From an optimization exercise on the open Yosys and OpenROAD flow, aimed at small area, a short achievable clock period and few clock cycles; shortcuts taken in it are not production practice.
RTL that was checked went through simulation tests only; none was proved equivalent to the original.
No functional check of the RTL was part of runs 2 and 3.
The flow treats the clock pin as an ideal source, which a real chip does not have.
Power figures rest on the tool's default switching activity, not on a simulated workload.

## flow/design.v (module list and top-level ports; edited modules follow where they fit)
// module aoi222: 5 lines
// module aoi22: 5 lines
// module and11: 5 lines
// module rdport1: 22 lines
// module RegFile: 26 lines
// module g_xor2: 5 lines
// module g_xnor2: 5 lines
// module g_and2: 5 lines
// module g_a21o: 5 lines
// module g_a21oi: 5 lines
// module g_o21ai: 5 lines
// module g_nand2: 5 lines
// module g_nor2: 5 lines
// module g_inv: 5 lines
// module g_or2: 5 lines
// module g_nor3: 5 lines
// module g_or3: 5 lines
// module g_nand3: 5 lines
// module g_nor4: 5 lines
// module g_nand4: 5 lines
// module addc32: 361 lines
// module add10: 91 lines
// module add32: 5 lines
// module inc32: 5 lines
// module inc10: 5 lines
// module eq32: 5 lines
// module resmux: 7 lines
// module sel4x10: 6 lines
// module mux10: 6 lines
// module zero32: 25 lines
// module nor32: 28 lines
// module RISC: 196 lines
module RISC(clk, rst, imem_addr, imem_rdata, dmem_addr, dmem_wdata, dmem_we, dmem_rdata);
  // ...
==> flow/flow/run.sh <==
#!/bin/bash
# Layout flow: the standard synthesis, then the standard ORFS steps with
# timing repair aimed below the clock period (SETUP_SLACK_MARGIN, in ns),
# one more repair pass after CTS (flow/post_cts.tcl), plain buffers on the
# ports, and the standard.sh to write out/final.def. Each tool's output
# goes to a log file here; ORFS's per-step logs are under orfs/logs.
set -euo pipefail
MARGIN=$(cat flow/margin.txt)
EXTRA=$(cat flow/extra_margin.txt)
bash standard.sh synth > synth_standard.log 2>&1
make -C "$FLOW_HOME" DESIGN_CONFIG="$FLOW_CONFIG" WORK_HOME="$PWD/orfs" \
  CLKGATE_MAP_FILE= SYNTH_SCRIPT="$PWD/synth_recipe.tcl" \
  SETUP_SLACK_MARGIN="$MARGIN" \
  BUFFER_PORTS_ARGS="-buffer_cell sky130_fd_sc_hd__buf_2" \
  POST_CTS_TCL="$PWD/flow/post_cts.tcl" EXTRA_MARGIN="$EXTRA" \
  finish > make_finish.log 2>&1
bash standard.sh finish > write_def.log 2>&1
==> flow/flow/extra_margin.txt <==
7.9
==> flow/flow/margin.txt <==
7.7
==> flow/flow/post_cts.tcl <==
# One more setup-repair pass after CTS, aimed EXTRA_MARGIN ns below the
# clock period: the standard pass stops early on this design.
set_propagated_clock [all_clocks]
estimate_parasitics -placement
repair_timing -setup -setup_margin $::env(EXTRA_MARGIN) -verbose
detailed_placement
check_placement -verbose
==> flow/standard.sh <==
#!/bin/bash
# synth_recipe.tcl (not shown) runs the flow's synth.tcl, then flattens the netlist and writes it again
# the make line also repeats each setting of config.mk as NAME=value (left out here)
make -C /OpenROAD-flow-scripts/flow DESIGN_CONFIG=/design/flow/config.mk WORK_HOME=/design/flow/orfs CLKGATE_MAP_FILE= SYNTH_SCRIPT=/design/flow/synth_recipe.tcl "${@:-finish}"
==> flow/config.mk <==
export PLATFORM = sky130hd
export DESIGN_NAME = RISC
export DESIGN_NICKNAME = RISC
export VERILOG_FILES = /design/flow/design.v
export SDC_FILE = /design/flow/constraint.sdc
export NUM_CORES = 8
export LEC_CHECK = 0
export CAP_MARGIN = 20
export CORE_MARGIN = 2
export CORE_UTILIZATION = 50
export CTS_CLUSTER_DIAMETER = 80
export CTS_CLUSTER_SIZE = 25
export GPL_ROUTABILITY_DRIVEN = 0
export PLACE_DENSITY = 0.7
export SETUP_SLACK_MARGIN = 1.0
export SLEW_MARGIN = 20
export SYNTH_HIERARCHICAL = 1
==> flow/constraint.sdc <==
create_clock -name core_clock -period 11.0 [get_ports {clk}]
set_input_delay 2.2000 -clock core_clock [delete_from_list [all_inputs] [get_ports {clk}]]
set_output_delay 2.2000 -clock core_clock [all_outputs]
set_load 0.01 [all_outputs]
==> results.toml, run 1 <==
[status]
status = "no timing/DRC/antenna violations"

[synth]
synthArstFlopShare_pct = 5.25
syn_avg_cell_area_sq_um = 13.3
ys_ff_latch = 1333
synth.area.top_cells = "edfxtp_1 (50%), a222oi_1 (10%), dfxtp_1 (7.4%)"
syn_area_sq_um = 62000
synth_xor_area_share_pct = 5.09

[final_layout]
clock_buffers = 93
bufAreaShareNonClock_pct = 3.53
fin_cells = 6614
largest_reg_flops = 992
mostFrequentLayoutCells = "edfxtp_1 (1035), a222oi_1 (640), nor2_1 (261), inv_1 (234), xor2_1 (197)"
multiInputCombCellCount = 2975
multi_input_area_sq_um = 24200

[power_and_ir_drop]
p_clk_share_pct = 18.2
p_clk_w = 0.00299
power.share.combinational_pct = 30.0
vdd_ir_drop_max_mv = 0.173

[grt]
grt_pass1_vias = 45700
grt_use_total_pct = 34.6

[worst_setup_path]
crit_cells = 9
endpoint = "fpc[1]$_DFF_P_"
r2r_slack_ns = 7.63
reg2reg_depth = 9

[min_path]
min_to = "m_load$_DFF_PP0_"
whs_path_depth = 0

[drt]
wirelength_mm = 227
highest_layer = "met5"
final_antenna_net_count = 0

[sta]
relSlewSlack_pct = 22.8
hold_viol_final = 0
finalSetupViolCount = 0

[placed_design]
dp.cells = 6426
numPortBuffers = 140
Testbench counts, summed over its fixed seeds: cycles 103,493.
==> module RISC, before the edit <==
module RISC(clk, rst, imem_addr, imem_rdata, dmem_addr, dmem_wdata, dmem_we, dmem_rdata);
	input clk, rst;
	output [31:0] imem_addr;
	input  [31:0] imem_rdata;
	output [31:0] dmem_addr;
	output [31:0] dmem_wdata;
	output        dmem_we;
	input  [31:0] dmem_rdata;
	localparam [6:0] OP_LOAD = 7'b0000011, OP_STORE = 7'b0100011, OP_R = 7'b0110011,
	                 OP_I = 7'b0010011, OP_B = 7'b1100011, OP_J = 7'b1101111;
	reg  [9:0]  fpc;           
	reg         d_valid;       
	reg  [31:0] d_ins;         
	reg  [9:0]  d_btgt;        
	reg         d_pt;          
	reg         e_valid;       
	reg  [31:0] e_pcn;         
	reg  [9:0]  e_btgt;        
	reg  [31:0] e_a;           
	reg  [31:0] e_b;           
	reg         e_binv;        
	reg  [20:0] e_off;         
	reg         e_imm;         
	reg  [4:0]  e_rd;
	reg         e_load, e_store, e_br, e_jal, e_wr, e_pt;
	reg         e_sub, e_slt, e_xor, e_or, e_and, e_logic;
	reg         e_fa, e_fb, e_fs;  
	reg  [31:0] m_res;         
	reg  [31:0] m_addr;        
	reg  [31:0] m_sd;          
	reg  [4:0]  m_rd;
	reg         m_we, m_wr, m_load;
	wire        e_mis;         
	wire        stall;         
	wire        d_take;        
	wire        e_zero;        
	reg         e_zok;         
	wire [31:0] ins = imem_rdata;
	wire f_jal = (ins[6:0] == OP_J);
	wire f_bs  = (ins[6:0] == OP_B) & (ins[19:15] == ins[24:20]);
	wire [9:0] fpc_seq, fpc_jal, fpc_br;
	inc10 u_fseq(.a(fpc), .s(fpc_seq));
	add10 u_fjal(.a(fpc), .b({ins[29:21], 1'b0}), .s(fpc_jal));
	add10 u_fbr (.a(fpc_seq), .b({ins[29:25], ins[11:8], 1'b0}), .s(fpc_br));
	wire [9:0] fpc_pred, fpc_next;
	sel4x10 u_fpred(.s0(stall), .d0(fpc),
	                .s1(~stall & f_jal), .d1(fpc_jal), .s2(~stall & f_bs), .d2(fpc_br),
	                .s3(~stall & ~f_jal & ~f_bs), .d3(fpc_seq), .y(fpc_pred));
	wire [9:0] fpc_alt;
	wire       f_own;
	mux10 u_falt(.s(e_mis), .d1(e_btgt), .d0(d_btgt & {10{~rst}}), .y(fpc_alt));
	g_nor3 u_fown(.a(e_mis), .b(d_take), .c(rst), .y(f_own));
	mux10 u_fnext(.s(f_own), .d1(fpc_pred), .d0(fpc_alt), .y(fpc_next));
	always @(posedge clk)
		fpc <= fpc_next;
	assign imem_addr = {22'd0, fpc};
	always @(posedge clk or posedge rst)
		if (rst)
			d_valid <= 1'b0;
		else if (e_mis | ~stall)
			d_valid <= ~e_mis & ~d_take;
	always @(posedge clk)
		if (!stall)
		begin
			d_ins  <= ins;
			d_btgt <= fpc_br;
			d_pt   <= f_jal | f_bs;
		end
	wire [6:0]  d_op  = d_ins[6:0];
	wire [4:0]  d_rd  = d_ins[11:7];
	wire [2:0]  d_f3  = d_ins[14:12];
	wire [4:0]  d_rs1 = d_ins[19:15];
	wire [4:0]  d_rs2 = d_ins[24:20];
	wire d_load  = (d_op == OP_LOAD);
	wire d_store = (d_op == OP_STORE);
	wire d_r     = (d_op == OP_R);
	wire d_i     = (d_op == OP_I);
	wire d_br    = (d_op == OP_B);
	wire d_jal   = (d_op == OP_J);
	wire d_imm   = d_i | d_load | d_store;
	wire d_wr    = (d_load | d_r | d_i | d_jal) & (d_rd != 5'd0);
	wire d_alu   = d_r | d_i;
	wire d_slt   = d_alu & (d_f3 == 3'b010);
	wire d_sub   = (d_r & (d_f3 == 3'b000) & d_ins[30]) | d_slt;
	wire        e_w = e_valid & e_wr;                    
	wire [4:0]  d_rz  = (d_rs2 == 5'd0) ? d_rs1 : d_rs2;
	wire        d_bz  = d_valid & d_br & ~d_pt & ((d_rs1 == 5'd0) | (d_rs2 == 5'd0)) &
	                    e_w & e_zok & (e_rd == d_rz);
	g_and2 u_dtake(.a(d_bz), .b(e_zero), .y(d_take));    
	wire d_use1 = d_load | d_store | d_r | d_i | d_br;
	wire d_use2 = d_store | d_r | d_br;
	assign stall = d_valid & e_valid & e_load & e_wr &
	               ((d_use1 & (d_rs1 == e_rd)) | (d_use2 & (d_rs2 == e_rd)));
	wire [31:0] m_wd = m_load ? dmem_rdata : m_res;
	wire [31:0] rf1n, rf2n;    
	reg rf_clr;
	always @(posedge clk or posedge rst)
		if (rst)
			rf_clr <= 1'b1;
		else
			rf_clr <= 1'b0;
	reg  [31:1] m_wen;
	genvar wk;
	generate
	for (wk = 1; wk < 32; wk = wk + 1)
	begin : mw
		always @(posedge clk)
			m_wen[wk] <= e_w & (e_rd == wk);
	end
	endgenerate
	RegFile regFile(.clk(clk), .clr(rf_clr), .wen(m_wen), .we(m_wr), .wa(m_rd), .wd(m_wd),
	                .ra1(d_rs1), .ra2(d_rs2), .rd1n(rf1n), .rd2n(rf2n));
	always @(posedge clk or posedge rst)
		if (rst)
			e_valid <= 1'b0;
		else
			e_valid <= d_valid & ~e_mis & ~stall;
	always @(posedge clk)
	begin
		e_a     <= ~rf1n;
		e_b     <= ~rf2n;
		e_binv  <= d_sub & ~d_imm;
		e_off   <= d_jal   ? {d_ins[31], d_ins[19:12], d_ins[20], d_ins[30:21], 1'b0} :
		           d_store ? {{9{d_ins[31]}}, d_ins[31:25], d_ins[11:7]} :
		           d_imm   ? {{9{d_ins[31]}}, d_ins[31:20]} ^ {21{d_sub}}
		                   : {{9{d_ins[31]}}, d_ins[7], d_ins[30:25], d_ins[11:8], 1'b1};
		e_imm   <= d_imm;
		e_rd    <= d_rd;
		e_btgt  <= d_btgt;
		e_load  <= d_load;
		e_store <= d_store;
		e_br    <= d_br;
		e_jal   <= d_jal;
		e_wr    <= d_wr;
		e_pt    <= d_pt | d_take;
		e_zok   <= d_i & ((d_f3 == 3'b111) | ((d_f3 != 3'b010) & ~d_f3[2]));    
		e_sub   <= d_sub;
		e_slt   <= d_slt;
		e_xor   <= d_alu & (d_f3 == 3'b100);
		e_or    <= d_alu & (d_f3 == 3'b110);
		e_and   <= d_alu & (d_f3 == 3'b111);
		e_logic <= d_jal | (d_alu & d_f3[2] & (d_f3 != 3'b101));
		e_fa    <= e_w & (e_rd == d_rs1);
		e_fb    <= e_w & (e_rd == d_rs2) & ~d_imm;
		e_fs    <= e_w & (e_rd == d_rs2);
	end
	wire [31:0] A  = e_fa ? m_res : e_a;
	wire [31:0] B  = e_imm   ? {{11{e_off[20]}}, e_off} :
	                 e_fb    ? (m_res ^ {32{e_sub}}) : (e_b ^ {32{e_binv}});
	wire [31:0] R2 = e_fs ? m_res : e_b;                     
	wire [31:0] sum, lres;
	wire        eq;
	addc32 u_alu(.a(A), .b(B), .ci(e_sub), .s(sum));
	eq32  u_eq(.a(A), .b(R2), .eq(eq));
	zero32 u_zero(.a(A), .b({{11{e_off[20]}}, e_off}), .an(e_and), .z(e_zero));
	wire        taken  = e_jal | (e_br & eq);
	wire [31:0] pcn_off, pcn_inc;
	add32 u_pcoff(.a(e_pcn), .b({{11{e_off[20]}}, e_off}), .s(pcn_off));
	inc32 u_pcinc(.a(e_pcn), .s(pcn_inc));
	wire [31:0] pcn_next = taken ? pcn_off : pcn_inc;
	g_and2 u_emis(.a(e_valid & e_br & ~e_pt), .b(eq), .y(e_mis));    
	assign      lres = e_jal ? e_pcn :
	                   e_xor ? (A ^ B) :
	                   e_or  ? (A | B) : (A & B);
	wire [31:0] res;
	resmux u_res(.lg(e_logic), .slt(e_slt), .lres(lres), .sum(sum), .res(res));
	always @(posedge clk or posedge rst)
		if (rst)
			e_pcn <= 32'd1;
		else if (e_valid)
			e_pcn <= pcn_next;
	always @(posedge clk or posedge rst)
		if (rst)
		begin
			m_res  <= 32'd0;       
			m_we   <= 1'b0;
			m_wr   <= 1'b0;
			m_load <= 1'b0;
		end
		else
		begin
			m_res  <= res;
			m_we   <= e_valid & e_store;
			m_wr   <= e_w;
			m_load <= e_load;
		end
	always @(posedge clk)
	begin
		m_sd   <= R2;
		m_rd   <= e_rd;
		m_addr <= res;
	end
	assign dmem_addr  = m_addr;
	assign dmem_wdata = m_sd;
	assign dmem_we    = m_we;
endmodule
==> run 2, diff against run 1 <==
--- a/flow/design.v
+++ b/flow/design.v
@@ -859,19 +859,18 @@
 		if (rst)
 		begin
 			m_res  <= 32'd0;       
-			m_we   <= 1'b0;
 			m_wr   <= 1'b0;
 			m_load <= 1'b0;
 		end
 		else
 		begin
 			m_res  <= res;
-			m_we   <= e_valid & e_store;
 			m_wr   <= e_w;
 			m_load <= e_load;
 		end
 	always @(posedge clk)
 	begin
+		m_we   <= e_valid & e_store;
 		m_sd   <= R2;
 		m_rd   <= e_rd;
 		m_addr <= res;
--- a/flow/config.mk
+++ b/flow/config.mk
@@ -10,7 +10,6 @@
 export CORE_UTILIZATION = 50
 export CTS_CLUSTER_DIAMETER = 80
 export CTS_CLUSTER_SIZE = 25
-export GPL_ROUTABILITY_DRIVEN = 0
 export PLACE_DENSITY = 0.7
 export SETUP_SLACK_MARGIN = 1.0
 export SLEW_MARGIN = 20
==> run 2 against run 1 <==
  * Still clean on timing, DRC and antenna
  * Non-clock buffer count fell by 4
  * Utilization rose by 0.15 points
  * Register-to-register slack improved by 0.06 ns
  * First-iteration DRC count rose by 1.2%
  * Clock-buffer cell count fell by 1
  * Synthesized cell count did not move
  * Routed wire length rose by 1.1%
  * Area after synthesis barely moved
  * Global-route usage rose by 0.34 points
  * Power rose by 1.0%
  * Largest cell class unchanged
  * Largest power group unchanged
==> results.toml, run 2 <==
[placed_design]
dpl.hpwl_mm = 141
numPortBuffers = 140
gp_congestion = 1.01
dpl_cell_area_sq_um = 65400

[synth]
synth.distinct_cells = 94
yosysMostFrequentCell = "edfxtp_1"
ys_ff_latch = 1333
synth_area_leader_cell = "edfxtp_1"
syn_area_sq_um = 62000
synth_commonest_cells = "edfxtp_1 (1035), a222oi_1 (640), nor2_1 (264)"
synth_ff_type = "edfxtp_1"
synthArstFlopShare_pct = 5.18
syn_avg_cell_area_sq_um = 13.3
seq_area_frac_synth_pct = 60.3
synth.area.top_cells = "edfxtp_1 (50%), a222oi_1 (10%), dfxtp_1 (7.4%)"
yosys_warnings = 8
synth_top_area_share_pct = 50.1
synth_edf_count = 1035
synthCells = 4662

[power_and_ir_drop]
power_switching_w = 0.00613
p_clk_share_pct = 18.7
p_leak_nw = 25.1
p_int_w = 0.0105
switching_share_pct = 37.0
powerDensity_nw_per_um2 = 239
vdd_ir_drop_max_mv = 0.158
pwr-share-seq_pct = 51.3
power.share.combinational_pct = 30.0

[worst_setup_path]
crit_cells = 1
reg2reg_to = "e_a[17]$_DFF_P_"
cpMaxStageDelayCell = "dfxtp_4"
reg2reg_depth = 9
reg2reg_from = "d_ins[19]$_DFFE_PP_"
path_max_fanout = 1
cp_cell_sequence = "buf_6"
required_ns = 8.80
endpoint_kind = "output pin"
endpoint = "dmem_addr[0]"
arrival_ns = 1.21
path_class = "register to output pin"
critPathBufInv = 1
r2r_slack_ns = 7.69
crit_start = "m_addr[0]$_DFF_P_"
cpLargestDelayFamily = "flip-flops"
cp-start-kind = "register"
cpPeakStageDelay_ns = 0.40

[final_layout]
syn_to_final_growth_pct = 12.1
ff_latch_area_sq_um = 37500
mostFrequentLayoutCells = "edfxtp_1 (1035), a222oi_1 (640), nor2_1 (260), inv_1 (224), xor2_1 (201)"
design_area_sq_um = 69500
fillers = 9994
drive_gt1_share_pct = 21.0
multi_input_area_sq_um = 24300
largest_reg_flops = 992
final_nets = 5088
regMostFlops = "regFile.gpr.r"
final_common_cell = "edfxtp_1"

[sta]
finalSetupViolCount = 0
grt_setup_unrepaired = "yes"
slew_violations = 0
fin_worst_skew_ns = 0.0442
tns_ns = 0
finalCritPeriodShare_pct = 31.0
max_freq_mhz = 293
hold_viol_final = 0
worstMarginPinSlew_ns = 1.16
relSlewSlack_pct = 22.6
min_period_ns = 3.41

[floorplanning]
die_h_microns = 356
rows = 129
io_pins = 163
core_area_sq_um = 123000
start_util_pct = 50.2
die_w_microns = 356
die-area_sq_um = 127000

[clocking]
cts_tree = "built"
clk_latency_ns = 0.71
cts.sinks = 1333
path_clk_slew_ns = 0.09

[grt]
grt_use_total_pct = 35.0
grt_pass1_wl_mm = 320
grt_overflow = 0
grt_max_degree = 67
antenna_found_initial = 3
grt_pass1_vias = 44900

[drt]
drt_iter0_drc = 11200
dr.pass1.iters = 15
viasPerCell = 7.24
wirelength_mm = 230
post_drt_wl_per_cell_microns = 34.7
final_antenna_net_count = 0
vias = 47900
route.detailed.drc = 0

[flow_run]
cap_violations = 0

[status]
status = "no timing/DRC/antenna violations"

[min_path]
hp-class = "register to register"
## run 2: changes by cell type in the layout (fill, tap and decap cells not counted), moves of 5 or more
cell | previous run | this run
inv_2 | 5 | 15
buf_4 | 151 | 143
o21ai_1 | 76 | 69
mux2i_1 | 74 | 63
diode_2 | 9 | 3
o21ai_2 | 26 | 33
mux2i_2 | 1 | 11
clkinv_8 | 2 | 7
buf_2 | 80 | 87
inv_1 | 234 | 224
## run 2: routing by layer
| metal | up-vias | wire length (microns) | GRT usage, % |
|---|---|---|---|
| li1 | 19600 | - | - |
| met1 | 23400 | 81200 | 45.8 |
| met2 | 4138 | 98000 | 51.8 |
| met3 | 739 | 37900 | 13.9 |
| met4 | 4 | 12400 | 14.7 |
| met5 | - | 31 | 0.222 |
## run 2: kinds of logic (layout without fill, tap and decap cells)
family	count (synthesis)	count (layout)	share of synthesized area, %
flops	1333	1333	60.3
compound gates	1231	1231	17.4
simple gates	1097	1099	9.66
buf+inv	381	661	2.70
xor+xnor	360	360	5.10
mux	161	161	2.90
fa+ha+maj	98	98	1.99
other cells	1	30	0.00605
## run 2: layout make-up
class	count	share of cell area, %
Antenna cell	3	0.0108
Clock buffer	92	2.76
Clock inverter	28	0.612
Inverter	242	1.32
Multi-Input combinational cell	2976	34.9
Sequential cell	1333	54.0
Tap cell	1637	2.95
Timing Repair Buffer	299	3.48
## run 2: how the worst min path moves through the flow
| stage | startpoint | endpoint | depth (start not counted) |
|---|---|---|---|
| global route | d_btgt[0]$_DFFE_PP_ | e_btgt[0]$_DFF_P_ | 0 |
| floorplan | e_rd[1]$_DFF_P_ | m_rd[1]$_DFF_P_ | 0 |
| global placement | d_btgt[8]$_DFFE_PP_ | e_btgt[8]$_DFF_P_ | 0 |
| finish | d_btgt[2]$_DFFE_PP_ | e_btgt[2]$_DFF_P_ | 0 |
| detailed placement | d_btgt[8]$_DFFE_PP_ | e_btgt[8]$_DFF_P_ | 0 |
## run 2: modules after synthesis, one instance, submodules excluded, a selection
module / flops+latches / copies in the design / area [sq um] / cells
g_xor2: 0 / 134 / 8.76 / 1
RISC: 341 / 1 / 14200 / 1380
inc10: 0 / 1 / 164 / 24
inc32: 0 / 1 / 611 / 86
and11: 0 / 64 / 27.5 / 4
sel4x10: 0 / 1 / 233 / 34
aoi222: 0 / 640 / 10.0 / 1
## run 2: power groups by stage
stage	sequential (W)	clock [W]	combinational [W]
final	0.00851	0.00310	0.00497
after global routing	0.00864	0.00329	0.00523
after detailed placement	0.00857	0	0.00443
after global placement	0.00846	0	0.00439
after floorplan	0.00825	0	0.00275
## run 2: metrics by stage
step           power [W]  std cells  hold WS [ns]  setup slack [ns]  util, %
3_3_place_gp      0.0129       6429         0.341              6.49     52.9
6_report          0.0166       6610         0.354              7.59     56.3
2_1_floorplan     0.0110       4688         0.326              7.26        -
5_1_grt           0.0172       6607         0.364              7.56     56.3
3_5_place_dp      0.0130       6430         0.349              6.64     52.9
==> module RegFile, before the edit <==
module RegFile(clk, clr, wen, we, wa, wd, ra1, ra2, rd1n, rd2n);
	input clk, clr, we;
	input [31:1] wen;            
	input [4:0] wa, ra1, ra2;
	input [31:0] wd;
	output [31:0] rd1n, rd2n;    
	wire [31*32-1:0] q;
	wire [31:1] s1, s2;
	genvar i;
	generate
	for (i = 1; i < 32; i = i + 1)
	begin : gpr
		reg [31:0] r;
		always @(posedge clk)
			if (clr | wen[i])
				r <= wd;
		assign q[32*(i-1) +: 32] = r;
		assign s1[i] = (ra1 == i) & ~wen[i];
		assign s2[i] = (ra2 == i) & ~wen[i];
	end
	endgenerate
	wire byp1 = we & (ra1 == wa);
	wire byp2 = we & (ra2 == wa);
	rdport1 p1(.q(q), .sel(s1), .xd(wd), .xs(byp1), .dn(rd1n));
	rdport1 p2(.q(q), .sel(s2), .xd(wd), .xs(byp2), .dn(rd2n));
endmodule
==> run 3, diff against run 2 <==
--- a/flow/design.v
+++ b/flow/design.v
@@ -36,23 +36,30 @@
 	end
 	endgenerate
 endmodule
-module RegFile(clk, clr, wen, we, wa, wd, ra1, ra2, rd1n, rd2n);
+module RegFile(clk, clr, we, wa, wd, ra1, ra2, rd1n, rd2n, one);
 	input clk, clr, we;
-	input [31:1] wen;            
 	input [4:0] wa, ra1, ra2;
 	input [31:0] wd;
 	output [31:0] rd1n, rd2n;    
+	output [31:1] one;           
+	wire wd1 = (wd == 32'd1);
 	wire [31*32-1:0] q;
-	wire [31:1] s1, s2;
+	wire [31:1] s1, s2, wen;
 	genvar i;
 	generate
 	for (i = 1; i < 32; i = i + 1)
 	begin : gpr
 		reg [31:0] r;
+		reg        r1;
+		assign wen[i] = we & (wa == i);
 		always @(posedge clk)
 			if (clr | wen[i])
-				r <= wd;
+			begin
+				r  <= wd;
+				r1 <= wd1;
+			end
 		assign q[32*(i-1) +: 32] = r;
+		assign one[i] = r1;
 		assign s1[i] = (ra1 == i) & ~wen[i];
 		assign s2[i] = (ra2 == i) & ~wen[i];
 	end
@@ -113,11 +120,6 @@
 	output y;
 	assign y = a | b;
 endmodule
-module g_nor3(a, b, c, y);
-	input a, b, c;
-	output y;
-	assign y = ~(a | b | c);
-endmodule
 module g_or3(a, b, c, y);
 	input a, b, c;
 	output y;
@@ -683,6 +685,33 @@
 	endgenerate
 	g_nor2 ue(.a(l4[0]), .b(l4[1]), .y(z));
 endmodule
+module fbt(op, rs1, rs2, drd, lp, bt);
+	input  [6:0] op;
+	input  [4:0] rs1, rs2, drd;
+	input        lp;
+	output       bt;
+	wire [4:0] x1, x2;
+	wire a1, a2, e1, b1, b2, c1, c2, c3, e2, isb, n1, n2;
+	genvar i;
+	generate
+	for (i = 0; i < 5; i = i + 1)
+	begin : x
+		g_xnor2 u1(.a(rs1[i]), .b(rs2[i]), .y(x1[i]));
+		g_xnor2 u2(.a(rs1[i]), .b(drd[i]), .y(x2[i]));
+	end
+	endgenerate
+	g_nand3 ua1(.a(x1[0]), .b(x1[1]), .c(x1[2]), .y(a1));
+	g_nand2 ua2(.a(x1[3]), .b(x1[4]), .y(a2));
+	g_nor2  ue1(.a(a1), .b(a2), .y(e1));                        
+	g_nand3 ub1(.a(x2[0]), .b(x2[1]), .c(x2[2]), .y(b1));
+	g_nand3 ub2(.a(x2[3]), .b(x2[4]), .c(lp), .y(b2));
+	g_or3   uc1(.a(rs2[0]), .b(rs2[1]), .c(rs2[2]), .y(c1));
+	g_or2   uc2(.a(rs2[3]), .b(rs2[4]), .y(c2));
+	g_nor4  ue2(.a(b1), .b(b2), .c(c1), .d(c2), .y(e2));       
+	assign isb = (op == 7'b1100011);
+	g_nor2  un1(.a(e1), .b(e2), .y(n1));
+	g_nor2  un2(.a(n1), .b(~isb), .y(bt));
+endmodule
 `timescale 1ns/1ps
 module RISC(clk, rst, imem_addr, imem_rdata, dmem_addr, dmem_wdata, dmem_we, dmem_rdata);
 	input clk, rst;
@@ -699,6 +728,7 @@
 	reg  [31:0] d_ins;         
 	reg  [9:0]  d_btgt;        
 	reg         d_pt;          
+	reg         d_lp;          
 	reg         e_valid;       
 	reg  [31:0] e_pcn;         
 	reg  [9:0]  e_btgt;        
@@ -717,13 +747,16 @@
 	reg  [4:0]  m_rd;
 	reg         m_we, m_wr, m_load;
 	wire        e_mis;         
+	wire [31:1] rf_one;        
 	wire        stall;         
 	wire        d_take;        
 	wire        e_zero;        
 	reg         e_zok;         
 	wire [31:0] ins = imem_rdata;
 	wire f_jal = (ins[6:0] == OP_J);
-	wire f_bs  = (ins[6:0] == OP_B) & (ins[19:15] == ins[24:20]);
+	wire f_bs;
+	fbt u_fbt(.op(ins[6:0]), .rs1(ins[19:15]), .rs2(ins[24:20]), .drd(d_ins[11:7]),
+	          .lp(d_valid & d_lp), .bt(f_bs));
 	wire [9:0] fpc_seq, fpc_jal, fpc_br;
 	inc10 u_fseq(.a(fpc), .s(fpc_seq));
 	add10 u_fjal(.a(fpc), .b({ins[29:21], 1'b0}), .s(fpc_jal));
@@ -734,11 +767,15 @@
 	                .s3(~stall & ~f_jal & ~f_bs), .d3(fpc_seq), .y(fpc_pred));
 	wire [9:0] fpc_alt;
 	wire       f_own;
-	mux10 u_falt(.s(e_mis), .d1(e_btgt), .d0(d_btgt & {10{~rst}}), .y(fpc_alt));
-	g_nor3 u_fown(.a(e_mis), .b(d_take), .c(rst), .y(f_own));
+	wire [9:0] e_redir = e_pt ? e_pcn[9:0] : e_btgt;
+	mux10 u_falt(.s(e_mis), .d1(e_redir), .d0(d_btgt), .y(fpc_alt));
+	g_nor2 u_fown(.a(e_mis), .b(d_take), .y(f_own));
 	mux10 u_fnext(.s(f_own), .d1(fpc_pred), .d0(fpc_alt), .y(fpc_next));
-	always @(posedge clk)
-		fpc <= fpc_next;
+	always @(posedge clk or posedge rst)
+		if (rst)
+			fpc <= 10'd0;
+		else
+			fpc <= fpc_next;
 	assign imem_addr = {22'd0, fpc};
 	always @(posedge clk or posedge rst)
 		if (rst)
@@ -751,6 +788,7 @@
 			d_ins  <= ins;
 			d_btgt <= fpc_br;
 			d_pt   <= f_jal | f_bs;
+			d_lp   <= f_lp;
 		end
 	wire [6:0]  d_op  = d_ins[6:0];
 	wire [4:0]  d_rd  = d_ins[11:7];
@@ -769,6 +807,11 @@
 	wire d_slt   = d_alu & (d_f3 == 3'b010);
 	wire d_sub   = (d_r & (d_f3 == 3'b000) & d_ins[30]) | d_slt;
 	wire        e_w = e_valid & e_wr;                    
+	wire [4:0]  f_rd = ins[11:7];
+	wire        f_lp = (ins[6:0] == OP_I) & (ins[14:12] == 3'b000) & (ins[31:20] == 12'hfff) &
+	                   (ins[19:15] == f_rd) & (f_rd != 5'd0) & rf_one[f_rd] &
+	                   ~(d_valid & d_wr & (d_rd == f_rd)) & ~(e_w & (e_rd == f_rd)) &
+	                   ~(m_wr & (m_rd == f_rd));
 	wire [4:0]  d_rz  = (d_rs2 == 5'd0) ? d_rs1 : d_rs2;
 	wire        d_bz  = d_valid & d_br & ~d_pt & ((d_rs1 == 5'd0) | (d_rs2 == 5'd0)) &
 	                    e_w & e_zok & (e_rd == d_rz);
@@ -785,17 +828,8 @@
 			rf_clr <= 1'b1;
 		else
 			rf_clr <= 1'b0;
-	reg  [31:1] m_wen;
-	genvar wk;
-	generate
-	for (wk = 1; wk < 32; wk = wk + 1)
-	begin : mw
-		always @(posedge clk)
-			m_wen[wk] <= e_w & (e_rd == wk);
-	end
-	endgenerate
-	RegFile regFile(.clk(clk), .clr(rf_clr), .wen(m_wen), .we(m_wr), .wa(m_rd), .wd(m_wd),
-	                .ra1(d_rs1), .ra2(d_rs2), .rd1n(rf1n), .rd2n(rf2n));
+	RegFile regFile(.clk(clk), .clr(rf_clr), .we(m_wr), .wa(m_rd), .wd(m_wd),
+	                .ra1(d_rs1), .ra2(d_rs2), .rd1n(rf1n), .rd2n(rf2n), .one(rf_one));
 	always @(posedge clk or posedge rst)
 		if (rst)
 			e_valid <= 1'b0;
@@ -844,7 +878,9 @@
 	add32 u_pcoff(.a(e_pcn), .b({{11{e_off[20]}}, e_off}), .s(pcn_off));
 	inc32 u_pcinc(.a(e_pcn), .s(pcn_inc));
 	wire [31:0] pcn_next = taken ? pcn_off : pcn_inc;
-	g_and2 u_emis(.a(e_valid & e_br & ~e_pt), .b(eq), .y(e_mis));    
+	wire eqx;    
+	g_xor2 u_eqx(.a(eq), .b(e_pt), .y(eqx));
+	g_and2 u_emis(.a(e_valid & e_br), .b(eqx), .y(e_mis));    
 	assign      lres = e_jal ? e_pcn :
 	                   e_xor ? (A ^ B) :
 	                   e_or  ? (A | B) : (A & B);
@@ -859,18 +895,19 @@
 		if (rst)
 		begin
 			m_res  <= 32'd0;       
+			m_we   <= 1'b0;
 			m_wr   <= 1'b0;
 			m_load <= 1'b0;
 		end
 		else
 		begin
 			m_res  <= res;
+			m_we   <= e_valid & e_store;
 			m_wr   <= e_w;
 			m_load <= e_load;
 		end
 	always @(posedge clk)
 	begin
-		m_we   <= e_valid & e_store;
 		m_sd   <= R2;
 		m_rd   <= e_rd;
 		m_addr <= res;
--- a/flow/config.mk
+++ b/flow/config.mk
@@ -7,10 +7,9 @@
 export LEC_CHECK = 0
 export CAP_MARGIN = 20
 export CORE_MARGIN = 2
-export CORE_UTILIZATION = 50
+export CORE_UTILIZATION = 40
 export CTS_CLUSTER_DIAMETER = 80
 export CTS_CLUSTER_SIZE = 25
-export PLACE_DENSITY = 0.7
 export SETUP_SLACK_MARGIN = 1.0
 export SLEW_MARGIN = 20
 export SYNTH_HIERARCHICAL = 1
==> run 3 against run 2 <==
  * Via count grew 0.33%
  * Hold slack gained 0.022 ns
  * Routed wire length grew 2.4%
  * Area after synthesis grew 2.5%
==> results.toml, run 3 <==
[synth]
yosysMostFrequentCell = "edfxtp_1"
syn_avg_cell_area_sq_um = 13.2
ys_ff_latch = 1334
yosys_warnings = 8
synthArstFlopShare_pct = 6.00
synthCells = 4819
syn_area_sq_um = 63600
synth.distinct_cells = 104
synth.area.top_cells = "edfxtp_1 (50%), a222oi_1 (10%), dfxtp_1 (5.9%)"
synth_top_area_share_pct = 50.4
synth_commonest_cells = "edfxtp_1 (1067), a222oi_1 (640), nor2_1 (270)"
synth_edf_count = 1067
synth_area_leader_cell = "edfxtp_1"
synth_ff_type = "edfxtp_1"
seq_area_frac_synth_pct = 59.4

[grt]
grt_pass1_vias = 46000
grt_use_total_pct = 27.8
grt_overflow = 0
antenna_found_initial = 7
grt_max_degree = 67
grt_pass1_wl_mm = 329

[floorplanning]
core_area_sq_um = 158000
start_util_pct = 40.2
io_pins = 163
rows = 146
die-area_sq_um = 162000
die_h_microns = 403
die_w_microns = 403

[worst_setup_path]
endpoint_kind = "output pin"
cp-start-kind = "register"
arrival_ns = 1.30
critPathBufInv = 1
cpLargestDelayFamily = "flip-flops"
path_max_fanout = 2
path_class = "register to output pin"
cpPeakStageDelay_ns = 0.45
required_ns = 8.80
cpMaxStageDelayCell = "dfrtp_2"
cp_cell_sequence = "buf_6"

[drt]
viasPerCell = 6.63
drt_iter0_drc = 9431
route.detailed.drc = 0
vias = 48000
final_antenna_net_count = 0
dr.pass1.iters = 13
wirelength_mm = 235
post_drt_wl_per_cell_microns = 32.5

[placed_design]
gp_congestion = 0.941
numPortBuffers = 140
dpl.hpwl_mm = 146

[sta]
finalCritPeriodShare_pct = 31.8
grt_setup_unrepaired = "yes"
tns_ns = 0
max_freq_mhz = 286
fin_worst_skew_ns = 0.0519
slew_violations = 0
worstMarginPinSlew_ns = 1.08
min_period_ns = 3.50
hold_viol_final = 0
finalSetupViolCount = 0
relSlewSlack_pct = 28.2

[final_layout]
drive_gt1_share_pct = 23.9
final_core_util_pct = 46.3
mostFrequentLayoutCells = "edfxtp_1 (1067), a222oi_1 (640), nor2_1 (254), inv_1 (212), buf_4 (202)"
largest_reg_flops = 992
fillers = 13900
syn_to_final_growth_pct = 15.1
regMostFlops = "regFile.gpr.r"
final_nets = 5293
final_common_cell = "edfxtp_1"

[power_and_ir_drop]
powerDensity_nw_per_um2 = 234
p_clk_share_pct = 18.6
p_int_w = 0.0109
power.share.combinational_pct = 31.2
total_power_w = 0.0172
power_switching_w = 0.00631
switching_share_pct = 36.8
p_leak_nw = 26.1
vdd_ir_drop_max_mv = 0.159
pwr-share-seq_pct = 50.3

[clocking]
clk_latency_ns = 0.73
path_clk_slew_ns = 0.10
cts.sinks = 1334
cts_tree = "built"

[status]
status = "no timing/DRC/antenna violations"

[flow_run]
cap_violations = 0

[min_path]
hp-class = "register to register"
[run 3: cell types whose count changed after synthesis, moves of 8 or more]
cell      previous run  this run
dfrtp_1             67        78
nor4_1              21        41
edfxtp_1          1035      1067
buf_4               25        57
nand4_1            153       161
dfxtp_1            229       187
xnor2_1            122       146
nand2b_1            12        21
mux2_1               0        17
nor2b_1             20         9
nor3_2              78        64
[run 3: cells by family after synthesis]
kind of cell / Yosys count / synth area share [%]
flip-flops: 1334 / 59.4
multiplexers: 184 / 3.31
AND/OR/NAND/NOR: 1136 / 9.73
XOR/XNOR: 388 / 5.35
other: 1 / 0.00590
buffers and inverters: 425 / 3.05
adder cells (fa/ha/maj): 99 / 1.96
AO/OA/AOI/OAI: 1252 / 17.2
[run 3: final cells by class]
cell class / count / area, sq um / area share (%)
diodes: 1 / 2.50 / 0.00342
clock buffers: 88 / 1950 / 2.66
clock inverters: 26 / 423 / 0.578
inverters: 250 / 992 / 1.36
multi-input cells: 3097 / 26100 / 35.7
flip-flops and latches: 1334 / 38000 / 51.9
well taps: 2072 / 2590 / 3.54
repair buffers: 373 / 3180 / 4.34
[run 3: routing by layer]
metal	wire, microns	global-route usage (%)
met4	9810	11.8
met2	110000	45.3
met5	40	0
met1	88900	35.8
met3	25900	5.98
[run 3: stage by stage]
| step | instances | area (sq um) | setup slack (ns) | hold slack (ns) |
|---|---|---|---|---|
| after floorplan | 4845 | 64100 | 6.76 | 0.329 |
| after global placement | 7002 | 67600 | 6.17 | 0.353 |
| after detailed placement | 7002 | 67600 | 6.16 | 0.356 |
| after global routing | 7240 | 73200 | 7.47 | 0.377 |
| final | 7241 | 73200 | 7.50 | 0.376 |
[run 3: power groups by stage]
stage | Clock (W) | Sequential (W) | Combinational (W)
after floorplan | 0 | 0.00830 | 0.00298
after global placement | 0 | 0.00854 | 0.00456
after detailed placement | 0 | 0.00861 | 0.00459
after global routing | 0.00339 | 0.00877 | 0.00567
final | 0.00318 | 0.00863 | 0.00535
[run 3: final timing paths]
check                                    startpoint                  end  slack [ns]  cells past startpoint
worst max-delay path               fpc[5]$_DFF_PP0_         imem_addr[5]        7.50                      1
worst min-delay path            d_btgt[5]$_DFFE_PN_    e_btgt[5]$_DFF_P_        0.38                      0
worst max register to register         e_fa$_DFF_P_     fpc[1]$_DFF_PP0_        7.72                     12
worst min register to register  d_btgt[5]$_DFFE_PN_    e_btgt[5]$_DFF_P_        0.38                      0
max in group asynchronous                       rst  m_res[24]$_DFF_PP0_        8.17                      3
min in group asynchronous                       rst     fpc[8]$_DFF_PP0_        1.66                      2
[run 3: modules after synthesis (local to each module, per instance), a selection]
module / flip-flops and latches / cells inside / times used / cell area [sq um]
and11: 0 / 4 / 64 / 27.5
g_or2: 0 / 1 / 32 / 6.26
g_or3: 0 / 1 / 1 / 6.26
add32: 0 / 232 / 1 / 1690
g_and2: 0 / 1 / 83 / 6.26
inc32: 0 / 86 / 1 / 611
RISC: 311 / 1391 / 1 / 14200

-- afterwards: timing with drivers on the ports --
How much do the figures lean on ideal ports? The routed layouts below were timed once more, with nothing changed but the port constraints.
Step 1: set_driving_cell puts a clkbuf_16 on clk and a buf_2 on each other input, an assumption about the parent block.
Step 2 also shifts input and output timing later by t, the mid clock arrival at the registers, as if the neighbouring blocks saw the same clock.
Slacks: no drivers / after step 1 / after step 2; pairs: no drivers / after step 1.
run | shift t [ns] | setup WS [ns] | hold slack, ns | worst register clock-pin slew, ns
run 1 | 0.758 | 7.588 / 7.548 / 6.866 | 0.357 / 0.357 / 0.357 | 0.10 / 0.10
run 2 | 0.765 | 7.587 / 7.513 / 6.940 | 0.354 / 0.354 / 0.354 | 0.10 / 0.10
run 3 | 0.795 | 7.504 / 7.416 / 6.913 | 0.376 / 0.376 / 0.376 | 0.10 / 0.10
After both steps every run listed still meets setup and hold. For run 1, which loses most, drivers alone change the setup slack by -0.040 ns; drivers and shift together by -0.722 ns.
